This is an optimization exercise on Yosys and OpenROAD, whose aim is small area and a short achievable clock period, not a production implementation.
In this exercise RTL edits were held to simulation tests only and were not proved equivalent to the original.
Power figures rest on the tool's default switching activity, not on a simulated workload.

// alu_d
module alu_d #(parameter N = 32)
(
  input clk, rst,
  input [1:0] inp_valid,
  input mode,
  input [3:0] cmd,
  input ce, cin,
  input [N-1:0] opa, opb,
  output reg err, g, l, e,
  output oflow, cout,
  output [(2*N-1):0] res
);
==> flow/config.mk <==
export PLATFORM = sky130hd
export DESIGN_NAME = alu_d
export DESIGN_NICKNAME = alu_d
export VERILOG_FILES = /design/flow/design.v
export SDC_FILE = /design/flow/constraint.sdc
export NUM_CORES = 4
export LEC_CHECK = 0
export ABC_AREA = 1
export CAP_MARGIN = 20
export CORE_MARGIN = 2
export CORE_UTILIZATION = 40
export CTS_BUF_LIST = sky130_fd_sc_hd__clkbuf_8
export CTS_CLUSTER_DIAMETER = 60
export CTS_CLUSTER_SIZE = 10
export PLACE_DENSITY = 0.6
export SLEW_MARGIN = 20
==> flow/constraint.sdc <==
create_clock -name core_clock -period 11.0 [get_ports {clk}]
set_input_delay 2.2000 -clock core_clock [delete_from_list [all_inputs] [get_ports {clk}]]
set_output_delay 2.2000 -clock core_clock [all_outputs]
set_load 0.01 [all_outputs]
standard.sh (not shown) runs the stock make flow with config.mk's settings and CLKGATE_MAP_FILE= SYNTH_SCRIPT=/design/flow/synth_recipe.tcl, a recipe that flattens the netlist after the stock synthesis.
==> flow/flow/run.sh <==
#!/bin/bash
# The standard layout, with the port buffers made of a plain buffer cell
# (buf_2) instead of the delay-cell buffers buffer_ports picks by default,
# and timing repair aimed at a larger setup slack.
set -o pipefail
export BUFFER_PORTS_ARGS="-buffer_cell sky130_fd_sc_hd__buf_2"
export SETUP_SLACK_MARGIN=6
bash standard.sh > standard.log 2>&1
Change:
--- a/flow/design.v
+++ b/flow/design.v
@@ -95,30 +95,31 @@
     assign one_next[gi] = (ym ^ yl) | (hit & ~ramt[0]) | ((gi == 0) & aone);
     assign two_next[gi] = (yh & ~ym & ~yl) | (~yh & ym & yl) | (hit & ramt[0]);
   end endgenerate
   wire csel = m_cmp | sgn;
   wire usg = u_sadd | u_ssub;
   wire [N-1:0] ax = {opa[N-1] ^ usg, opa[N-2:0]};
   wire [N-1:0] bx = {opb[N-1] ^ usg, opb[N-2:0]};
   wire lt = ax < bx;
   wire eq = opa == opb;
-  reg [N-1:0] a_r;
+  reg [N-1:0] an_r;
+  wire [N-1:0] a_r = ~an_r;
   reg [N:0]   b_r;
-  reg [16:0]  dneg, done, dtwo;
+  reg [16:0]  dneg, donen, dtwon;
   reg c0_r, ena_r, seta_r, sxa_r;
   reg sel_lo, sel_hi, sel_t32, sel_mul, sel_ext, sel_cout, sel_subov, sel_sov;
   reg g_r, l_r, e_r, err_r;
   always @(posedge clk) begin
-    a_r  <= opa | {N{u_decb}};
+    an_r <= ~(opa | {N{u_decb}});
     b_r  <= b_next;
     dneg <= neg_next;
-    done <= one_next;
-    dtwo <= two_next;
+    donen <= ~one_next;
+    dtwon <= ~two_next;
     c0_r <= c0_next;
     ena_r  <= u_add | u_sub | u_adc | u_sbc | u_inca | u_deca | u_mul | u_sadd | u_ssub;
     seta_r <= u_decb;
     sxa_r  <= u_sadd | u_ssub;
     sel_lo  <= m_add | m_sub | m_adc | m_sbc | m_inca | m_deca | m_incb | m_decb | m_mul | m_mul1 | sgn
              | l_and | l_or | l_xor | inv_log | l_shrb | l_shlb | l_shla | l_rolok | l_ror;
     sel_hi  <= l_rolok | l_ror | l_shra;
     sel_t32 <= m_add | m_sub | m_adc | m_sbc | m_inca | m_deca | m_incb | m_decb | m_mul | m_mul1 | sgn | inv_log;
     sel_mul <= m_mul | m_mul1;
@@ -128,22 +129,22 @@
     sel_sov <= sgn & (opa[N-1] == opb[N-1]);
     g_r <= csel & ~lt & ~eq;
     l_r <= csel & lt;
     e_r <= csel & eq;
     err_r <= (l_rol | l_ror) & rot_err;
   end
   wire [N:0] arow = {(a_r[N-1] & sxa_r) | seta_r, (a_r & {N{ena_r}}) | {N{seta_r}}};
   wire [32:0] pp [0:16];
   generate for (gi = 0; gi < 17; gi = gi + 1) begin : ppg
-    wire [33:0] ax2 = {1'b0, a_r, 1'b0};
+    wire [33:0] ax2n = {1'b1, an_r, 1'b1};
     genvar gj;
     for (gj = 0; gj < 33; gj = gj + 1) begin : ppb
-      assign pp[gi][gj] = ((ax2[gj+1] & done[gi]) | (ax2[gj] & dtwo[gi])) ^ dneg[gi];
+      assign pp[gi][gj] = ~((ax2n[gj+1] | donen[gi]) & (ax2n[gj] | dtwon[gi])) ^ dneg[gi];
     end
   end endgenerate
   wire s1;
   wire k2;
   wire s3;
   wire k4;
   wire s5;
   wire k6;
   wire p7;
The changed run completed without violations.
Hold slack improved by 0.0064 ns.
Global-route usage goes up by 0.35 points.
Die area barely changes.
Synthesized area stays flat.
Worst setup slack gets better by 0.025 ns.
Routed wire length goes up slightly.
Power drops slightly.
Clock power shrinks by roughly a tenth.
Count of clock-buffer cells in the layout goes down by 6.
Register-to-register slack hardly moves.
Maximum frequency came out higher slightly.

## port drivers added, routing unchanged
No port has a modelled driver above. Below, the same layouts with a new extraction and two added sets of constraints.
Step 1 sets driving cells, clkbuf_16 on the clock port and buf_2 on the other inputs (assumed; they add their load-dependent delay and slew).
Step 2 adds t to the input delays and takes it off the output delays; t is the mean of the earliest and latest rising clock arrival at the registers after step 1. Input paths then give back, and output paths get back, about the clock's delay inside the block.
Slacks: ideal / step 1 / step 2; pairs: ideal / step 1.
run	shift t [ns]	setup WS [ns]	worst setup path at the end
the first run	0.695	6.060 / 5.999 / 5.851	input to register
the second run	0.712	6.085 / 6.076 / 6.054	input to register
After both steps setup and hold are still met in every run listed. For the first run, which loses most, drivers alone change the setup slack by -0.061 ns; drivers and shift together by -0.209 ns.
